What follows belongs to an exercise in optimizing a design on an open flow for small area; a production flow would make more cautious choices.
Only simulation tests tie the RTL to the original design; equivalence was not proved.
The clock input has no modelled driver; a real chip could not lean on it and would need a root buffer or a full tree.
Power is estimated from default activity; no workload was simulated.

// EF_PSRAM_CTRL_ahbl
module EF_PSRAM_CTRL_ahbl (
    input   wire            HCLK,
    input   wire            HRESETn,
    input   wire            HSEL,
    input   wire [31:0]     HADDR,
    input   wire [31:0]     HWDATA,
    input   wire [1:0]      HTRANS,
    input   wire [2:0]      HSIZE,
    input   wire            HWRITE,
    input   wire            HREADY,
    output  wire            HREADYOUT,
    output  wire [31:0]     HRDATA,
    output  wire            sck,
    output  wire            ce_n,
    input   wire [3:0]      din,
    output  wire [3:0]      dout,
    output  wire [3:0]      douten
);
Size in the first run: about 180 cells after synthesis, about 41 flip-flops, roughly 120 I/O pins, about 1800 sq um of cells after synthesis.
Settings: LEC_CHECK=0, CAP_MARGIN=20, CORE_MARGIN=2, CORE_UTILIZATION=50, SLEW_MARGIN=20, BUFFER_PORTS_ARGS=-buffer_cell sky130_fd_sc_hd__buf_1, CTS_ARGS=-sink_clustering_enable -repair_clock_nets -dont_use_dummy_load -root_buf sky130_fd_sc_hd__clkbuf_4 -buf_list sky130_fd_sc_hd__clkbuf_4, POST_CTS_TCL=/design/flow/flow/clkbal.tcl; clock period 10.0 ns.
standard.sh (not shown) runs the stock make flow with config.mk's settings and CLKGATE_MAP_FILE= SYNTH_SCRIPT=/design/flow/synth_recipe.tcl, a recipe that flattens the netlist after the stock synthesis.
==> flow/flow/run.sh <==
#!/bin/bash
# The standard layout with these changes to how it is made:
#  - synthesis maps the logic with an area-oriented ABC script (flow/area.abc)
#    in place of ORFS's speed script; everything else in the synthesis is
#    synth_recipe.tcl as given (same flip-flop mapping, flattening, renaming);
#  - the port buffers are sky130_fd_sc_hd__buf_1 (buffer_ports -buffer_cell);
set -euo pipefail
W=$(pwd)
ABC_SCRIPT="$W/flow/area.abc"
sed "s|log_cmd abc {\*}\$abc_args|log_cmd abc {*}[lreplace \$abc_args 1 1 $ABC_SCRIPT]|" \
    "$FLOW_HOME/scripts/synth.tcl" > "$W/synth_area.tcl"
grep -q "$ABC_SCRIPT" "$W/synth_area.tcl"
sed "s|source \$::env(SCRIPTS_DIR)/synth.tcl|source $W/synth_area.tcl|" \
    "$W/synth_recipe.tcl" > "$W/own_synth.tcl"
grep -q "$W/synth_area.tcl" "$W/own_synth.tcl"
cat >> config.mk <<EOT
export BUFFER_PORTS_ARGS = -buffer_cell sky130_fd_sc_hd__buf_1
export CTS_ARGS = -sink_clustering_enable -repair_clock_nets -dont_use_dummy_load -root_buf sky130_fd_sc_hd__clkbuf_4 -buf_list sky130_fd_sc_hd__clkbuf_4
export POST_CTS_TCL = $W/flow/clkbal.tcl
EOT
bash standard.sh SYNTH_SCRIPT="$W/own_synth.tcl" finish > make.log 2>&1
Other scripts of this flow, unchanged in this note and not shown: flow/flow/area.abc, flow/flow/clkbal.tcl
The first run passed the timing, design-rule and antenna checks.
Next try:
Settings changed: CAP_MARGIN 20 to 0, SLEW_MARGIN 20 to 0.
After rerunning: The new run passed the timing, design-rule and antenna checks; synthesized cell count is unchanged; register-to-register slack stays flat; final area is unchanged; power stays the same; fmax is unchanged; wire length does not change; cell count does not change; utilization is unchanged; via count is unchanged; critical path depth is unchanged; sequential power is about the same.


The RTL this note starts from:
==> flow/design.v <==
`timescale              1ns/1ps
`default_nettype        none
module EF_PSRAM_CTRL_ahbl (
    input   wire            HCLK,
    input   wire            HRESETn,
    input   wire            HSEL,
    input   wire [31:0]     HADDR,
    input   wire [31:0]     HWDATA,
    input   wire [1:0]      HTRANS,
    input   wire [2:0]      HSIZE,
    input   wire            HWRITE,
    input   wire            HREADY,
    output  wire            HREADYOUT,
    output  wire [31:0]     HRDATA,
    output  wire            sck,
    output  wire            ce_n,
    input   wire [3:0]      din,
    output  wire [3:0]      dout,
    output  wire [3:0]      douten
);
    localparam [5:0] Q_IDLE  = 6'd62;
    localparam [5:0] Q_START = 6'd63;
    reg [5:0]   q;
    reg         wr;          
    reg         sz1;         
    reg         sz4;         
    reg [31:0]  sr;          
    wire [4:0]  c       = q[5:1];
    wire        idle    = (q == Q_IDLE);
    wire        start   = HTRANS[1] & HSEL & HREADY;
    reg  [5:0]  q_last;
    always @* begin
        case ({wr, sz4, sz1})
            3'b001:  q_last = 6'd45;    
            3'b000:  q_last = 6'd49;    
            3'b010:  q_last = 6'd57;    
            3'b011:  q_last = 6'd57;
            3'b101:  q_last = 6'd31;    
            3'b100:  q_last = 6'd35;    
            default: q_last = 6'd43;    
        endcase
    end
    assign HREADYOUT = idle | (q == q_last);
    always @(posedge HCLK or negedge HRESETn)
        if (!HRESETn)
            q <= Q_IDLE;
        else if (HREADYOUT)
            q <= start ? Q_START : Q_IDLE;
        else
            q <= q + 6'd1;
    always @(posedge HCLK)
        if (HREADY) begin
            wr  <= HWRITE;
            sz1 <= (HSIZE == 3'd0);
            sz4 <= (HSIZE != 3'd0) & (HSIZE != 3'd1);
        end
    wire        shift = q[0] & (c >= 5'd8) & (c != 5'd31);
    wire        in3   = ~sz4 & c[4];
    wire        in1   = sz1 & c[4];
    wire [31:0] sr_sh = { din,
                          sr[31:20],
                          in3 ? din : sr[19:16],
                          sr[15:12],
                          in1 ? din : sr[11:8],
                          sr[7:4] };
    always @(posedge HCLK)
        if (start & HREADYOUT)
            sr <= {sr_sh[31:24], HADDR[3:0], HADDR[7:4], HADDR[11:8],
                   HADDR[15:12], HADDR[19:16], HADDR[23:20]};
        else if (shift)
            sr <= sr_sh;
    genvar i;
    generate
        for (i = 0; i < 4; i = i + 1) begin : g_rd
            assign HRDATA[8*i+7:8*i+4] = sr[8*i+3:8*i];
            assign HRDATA[8*i+3:8*i]   = sr[8*i+7:8*i+4];
        end
    endgenerate
    reg  [3:0]  wnib;
    always @*
        case (c[2:0])
            3'b110:  wnib = HWDATA[7:4];
            3'b111:  wnib = HWDATA[3:0];
            3'b000:  wnib = HWDATA[15:12];
            3'b001:  wnib = HWDATA[11:8];
            3'b010:  wnib = HWDATA[23:20];
            3'b011:  wnib = HWDATA[19:16];
            3'b100:  wnib = HWDATA[31:28];
            default: wnib = HWDATA[27:24];
        endcase
    wire [7:0]  cmd     = wr ? 8'h38 : 8'heb;
    assign sck      = q[0];
    assign ce_n     = (c == 5'd31);
    assign dout     = (c < 5'd8)  ? {3'b000, cmd[~c[2:0]]} :
                      (c < 5'd14) ? sr[3:0] :
                      wnib;
    assign douten   = {4{wr | (c < 5'd14)}};
endmodule
clock: 10.0 ns
lec_check: 0
cap_margin: 20
core_margin: 2
core_utilization: 40
slew_margin: 20
run.sh (not shown) runs the stock make flow with config.mk's settings and CLKGATE_MAP_FILE= SYNTH_SCRIPT=/design/flow/synth_recipe.tcl, a recipe that flattens the netlist after the stock synthesis.
Stock flow here: none of the scripts above is used.
Edit:
==> flow/flow/run.sh (new file) <==
#!/bin/bash
# The standard layout, with the port buffers made of the smallest buffer
# (sky130_fd_sc_hd__buf_1) instead of the one buffer_ports picks by itself,
# and a small clock tree without dummy loads. Each tool's full output goes to
# a log here (make.log; ORFS's per-step logs stay under orfs/logs).
set -euo pipefail
cat >> config.mk <<'EOT'
export BUFFER_PORTS_ARGS = -buffer_cell sky130_fd_sc_hd__buf_1
export CTS_ARGS = -sink_clustering_enable -repair_clock_nets -dont_use_dummy_load -root_buf sky130_fd_sc_hd__clkbuf_4 -buf_list sky130_fd_sc_hd__clkbuf_4
EOT
bash standard.sh > make.log 2>&1
==> flow/standard.sh (new file) <==
#!/bin/bash
# synth_recipe.tcl (not shown) runs the flow's synth.tcl, then flattens the netlist and writes it again
# the make line also repeats each setting of config.mk as NAME=value (left out here)
make -C /OpenROAD-flow-scripts/flow DESIGN_CONFIG=/design/flow/config.mk WORK_HOME=/design/flow/orfs CLKGATE_MAP_FILE= SYNTH_SCRIPT=/design/flow/synth_recipe.tcl "${@:-finish}"
- BUFFER_PORTS_ARGS: unset -> -buffer_cell sky130_fd_sc_hd__buf_1
- CTS_ARGS: unset -> -sink_clustering_enable -repair_clock_nets -dont_use_dummy_load -root_buf sky130_fd_sc_hd__clkbuf_4 -buf_list sky130_fd_sc_hd__clkbuf_4
removed: flow/run.sh
After rerunning: Critical path depth is unchanged; wire length came out lower by 6.8%; power goes down by 18%; global-route usage decreases by 1.5 points; synthesized cell count is unchanged; worst setup slack improves by 0.73 ns; sequential power is about the same; via count came out lower by 2.4%; sequential cell count is unchanged; core utilization fell by 14 points; clock skew went up by 0.011 ns.
Edit:
--- a/flow/flow/run.sh
+++ b/flow/flow/run.sh
@@ -7,5 +7,5 @@
 cat >> config.mk <<'EOT'
 export BUFFER_PORTS_ARGS = -buffer_cell sky130_fd_sc_hd__buf_1
-export CTS_ARGS = -sink_clustering_enable -repair_clock_nets -dont_use_dummy_load -root_buf sky130_fd_sc_hd__clkbuf_4 -buf_list sky130_fd_sc_hd__clkbuf_4
+export CTS_ARGS = -sink_clustering_enable -repair_clock_nets -dont_use_dummy_load -root_buf sky130_fd_sc_hd__clkbuf_16 -buf_list sky130_fd_sc_hd__clkbuf_16 -sink_clustering_size 64 -sink_clustering_max_diameter 500
 EOT
 bash standard.sh > make.log 2>&1
- CTS_ARGS: -sink_clustering_enable -repair_clock_nets -dont_use_dummy_load -root_buf sky130_fd_sc_hd__clkbuf_4 -buf_list sky130_fd_sc_hd__clkbuf_4 -> -sink_clustering_enable -repair_clock_nets -dont_use_dummy_load -root_buf sky130_fd_sc_hd__clkbuf_16 -buf_list sky130_fd_sc_hd__clkbuf_16 -sink_clustering_size 64 -sink_clustering_max_diameter 500
Register-to-register slack hardly moves.
Final cell count is unchanged.
Cell area rises by 3.1%.
Core utilization came out higher by 1.6 points.
Synthesized cell count does not change.
Worst setup slack is worse by 0.0040 ns.
Wire length increases by 0.63%.
Total power goes up by 8.6%.
Critical path depth does not change.


Another version of the RTL of EF_PSRAM_CTRL_ahbl (not shown whole).
Size in the first run: about 120 I/O pins, about 2000 um^2 of cells after synthesis.
export LEC_CHECK = 0
export CAP_MARGIN = 20
export CORE_MARGIN = 2
export CORE_UTILIZATION = 70
export SLEW_MARGIN = 20
export BUFFER_PORTS_ARGS = -buffer_cell sky130_fd_sc_hd__buf_1
export CTS_ARGS = -sink_clustering_enable -repair_clock_nets -dont_use_dummy_load -root_buf sky130_fd_sc_hd__clkbuf_4 -buf_list sky130_fd_sc_hd__clkbuf_4
create_clock -name core_clock -period 10.0 [get_ports {HCLK}]
standard.sh (not shown) runs the stock make flow with config.mk's settings and CLKGATE_MAP_FILE= SYNTH_SCRIPT=/design/flow/synth_recipe.tcl, a recipe that flattens the netlist after the stock synthesis.
==> flow/flow/run.sh <==
#!/bin/bash
# The standard layout with three changes to how it is made:
#  - synthesis maps the logic with an area-oriented ABC script (flow/area.abc)
#    in place of ORFS's speed script; everything else in the synthesis is
#    synth_recipe.tcl as given (same flip-flop mapping, flattening, renaming);
#  - the port buffers are sky130_fd_sc_hd__buf_1 (buffer_ports -buffer_cell);
#  - the clock tree uses clkbuf_4 buffers and no dummy loads.
# make's output goes to make.log here; ORFS's per-step logs stay under orfs/logs.
set -euo pipefail
W=$(pwd)
ABC_SCRIPT="$W/flow/area.abc"
sed "s|log_cmd abc {\*}\$abc_args|log_cmd abc {*}[lreplace \$abc_args 1 1 $ABC_SCRIPT]|" \
    "$FLOW_HOME/scripts/synth.tcl" > "$W/synth_area.tcl"
grep -q "$ABC_SCRIPT" "$W/synth_area.tcl"
sed "s|source \$::env(SCRIPTS_DIR)/synth.tcl|source $W/synth_area.tcl|" \
    "$W/synth_recipe.tcl" > "$W/own_synth.tcl"
grep -q "$W/synth_area.tcl" "$W/own_synth.tcl"
cat >> config.mk <<'EOT'
export BUFFER_PORTS_ARGS = -buffer_cell sky130_fd_sc_hd__buf_1
export CTS_ARGS = -sink_clustering_enable -repair_clock_nets -dont_use_dummy_load -root_buf sky130_fd_sc_hd__clkbuf_4 -buf_list sky130_fd_sc_hd__clkbuf_4
EOT
bash standard.sh SYNTH_SCRIPT="$W/own_synth.tcl" finish > make.log 2>&1
==> flow/flow/area.abc <==
strash
dch
amap
topo
Rerun with:
--- a/flow/flow/run.sh
+++ b/flow/flow/run.sh
@@ -7 +7 @@
-#  - the clock tree uses clkbuf_4 buffers and no dummy loads.
+#  - the clock tree uses clkbuf_8 buffers and no dummy loads.
@@ -20 +20 @@
-export CTS_ARGS = -sink_clustering_enable -repair_clock_nets -dont_use_dummy_load -root_buf sky130_fd_sc_hd__clkbuf_4 -buf_list sky130_fd_sc_hd__clkbuf_4
+export CTS_ARGS = -sink_clustering_enable -repair_clock_nets -dont_use_dummy_load -root_buf sky130_fd_sc_hd__clkbuf_8 -buf_list sky130_fd_sc_hd__clkbuf_8
Settings changed: CORE_UTILIZATION 70 to 40, CTS_ARGS -sink_clustering_enable -repair_clock_nets -dont_use_dummy_load -root_buf sky130_fd_sc_hd__clkbuf_4 -buf_list sky130_fd_sc_hd__clkbuf_4 to -sink_clustering_enable -repair_clock_nets -dont_use_dummy_load -root_buf sky130_fd_sc_hd__clkbuf_8 -buf_list sky130_fd_sc_hd__clkbuf_8.
The new run ran to the end with no violations.
Die area climbs by 69%.
Design area climbs by 3.3%.
Worst setup slack gets better by 0.028 ns.
Core utilization shrinks by 37 points.
Via count decreases by 7.9%.
Global-route usage drops by 16 points.
Rerun with:
--- a/flow/flow/run.sh
+++ b/flow/flow/run.sh
@@ -2 +2 @@
-# The standard layout with three changes to how it is made:
+# The standard layout with these changes to how it is made:
@@ -7,2 +6,0 @@
-#  - the clock tree uses clkbuf_8 buffers and no dummy loads.
-# make's output goes to make.log here; ORFS's per-step logs stay under orfs/logs.
@@ -18 +16 @@
-cat >> config.mk <<'EOT'
+cat >> config.mk <<EOT
@@ -20 +18,2 @@
-export CTS_ARGS = -sink_clustering_enable -repair_clock_nets -dont_use_dummy_load -root_buf sky130_fd_sc_hd__clkbuf_8 -buf_list sky130_fd_sc_hd__clkbuf_8
+export CTS_ARGS = -sink_clustering_enable -repair_clock_nets -dont_use_dummy_load -root_buf sky130_fd_sc_hd__clkbuf_4 -buf_list sky130_fd_sc_hd__clkbuf_4
+export POST_CTS_TCL = $W/flow/noroot.tcl
==> flow/flow/noroot.tcl (new file) <==
set block [ord::get_db_block]
set port_net [[$block findBTerm HCLK] getNet]
set roots {}
foreach it [$port_net getITerms] { lappend roots [$it getInst] }
if {[llength $roots] == 1} {
  set root [lindex $roots 0]
  set out ""
  foreach it [$root getITerms] {
    if {[[$it getMTerm] getIoType] == "OUTPUT"} { set out [$it getNet] }
  }
  set sinks {}
  foreach it [$out getITerms] {
    if {[$it getInst] != $root} { lappend sinks $it }
  }
  set ok [expr {[llength $sinks] <= 4}]
  foreach it $sinks {
    if {![string match "sky130_fd_sc_hd__clkbuf_*" [[[$it getInst] getMaster] getName]]} { set ok 0 }
  }
  if {$ok} {
    foreach it $sinks { $it disconnect; $it connect $port_net }
    puts "noroot: removed [$root getName], [llength $sinks] leaf buffers now on the clock port"
    odb::dbInst_destroy $root
    odb::dbNet_destroy $out
  } else {
    puts "noroot: root buffer kept"
  }
}
Settings changed: CORE_UTILIZATION 40 to 70, CTS_ARGS -sink_clustering_enable -repair_clock_nets -dont_use_dummy_load -root_buf sky130_fd_sc_hd__clkbuf_8 -buf_list sky130_fd_sc_hd__clkbuf_8 to -sink_clustering_enable -repair_clock_nets -dont_use_dummy_load -root_buf sky130_fd_sc_hd__clkbuf_4 -buf_list sky130_fd_sc_hd__clkbuf_4, POST_CTS_TCL set to /design/flow/flow/noroot.tcl.
The new run went through all stages and came out clean. Setup slack loses 0.024 ns. Clock-buffer cell count decreases by 1. Final cell count shrinks by roughly a tenth. Combinational power grows by a few percent. Clock power decreases by well over a third. Global-route usage rose by 14 points. Non-clock buffer count is unchanged. Routed wire length grows by a few percent. Worst hold slack stays flat. Maximum frequency falls slightly.

## port drivers added, routing unchanged
Ports are ideal in the flow. The routed layouts listed here were re-timed in OpenROAD.
Step 1 sets driving cells, clkbuf_16 on the clock port and buf_2 on the other inputs (assumed; they add their load-dependent delay and slew).
Step 2 also shifts input and output timing later by t, the mid clock arrival at the registers, as if the neighbouring blocks saw the same clock.
Slacks: no drivers / after step 1 / after step 2; pairs: no drivers / after step 1.
run	t (ns)	slack for setup (ns)	worst hold slack (ns)	worst setup path after step 2	worst register clock-pin slew, ns
the first run of note 1	0.204	5.663 / 5.685 / 5.482	0.487 / 0.487 / 0.487	input to register	0.11 / 0.11
the second run of note 1	0.204	5.663 / 5.685 / 5.482	0.487 / 0.487 / 0.487	input to register	0.11 / 0.11
the first run of note 2	0.309	4.114 / 4.087 / 4.087	0.463 / 0.463 / 0.463	input to output	0.08 / 0.08
the second run of note 2	0.352	4.846 / 4.823 / 4.823	0.458 / 0.458 / 0.458	input to output	0.12 / 0.12
the third run of note 2	0.300	4.842 / 4.819 / 4.819	0.444 / 0.444 / 0.444	input to output	0.06 / 0.06
the first run of note 3	0.367	4.967 / 4.945 / 4.945	0.459 / 0.459 / 0.459	input to output	0.11 / 0.11
the second run of note 3	0.306	4.996 / 4.973 / 4.973	0.458 / 0.458 / 0.458	input to output	0.08 / 0.08
the third run of note 3	0.207	4.971 / 4.950 / 4.950	0.459 / 0.459 / 0.459	input to output	0.11 / 0.11
After both steps setup and hold are still met in every run listed.
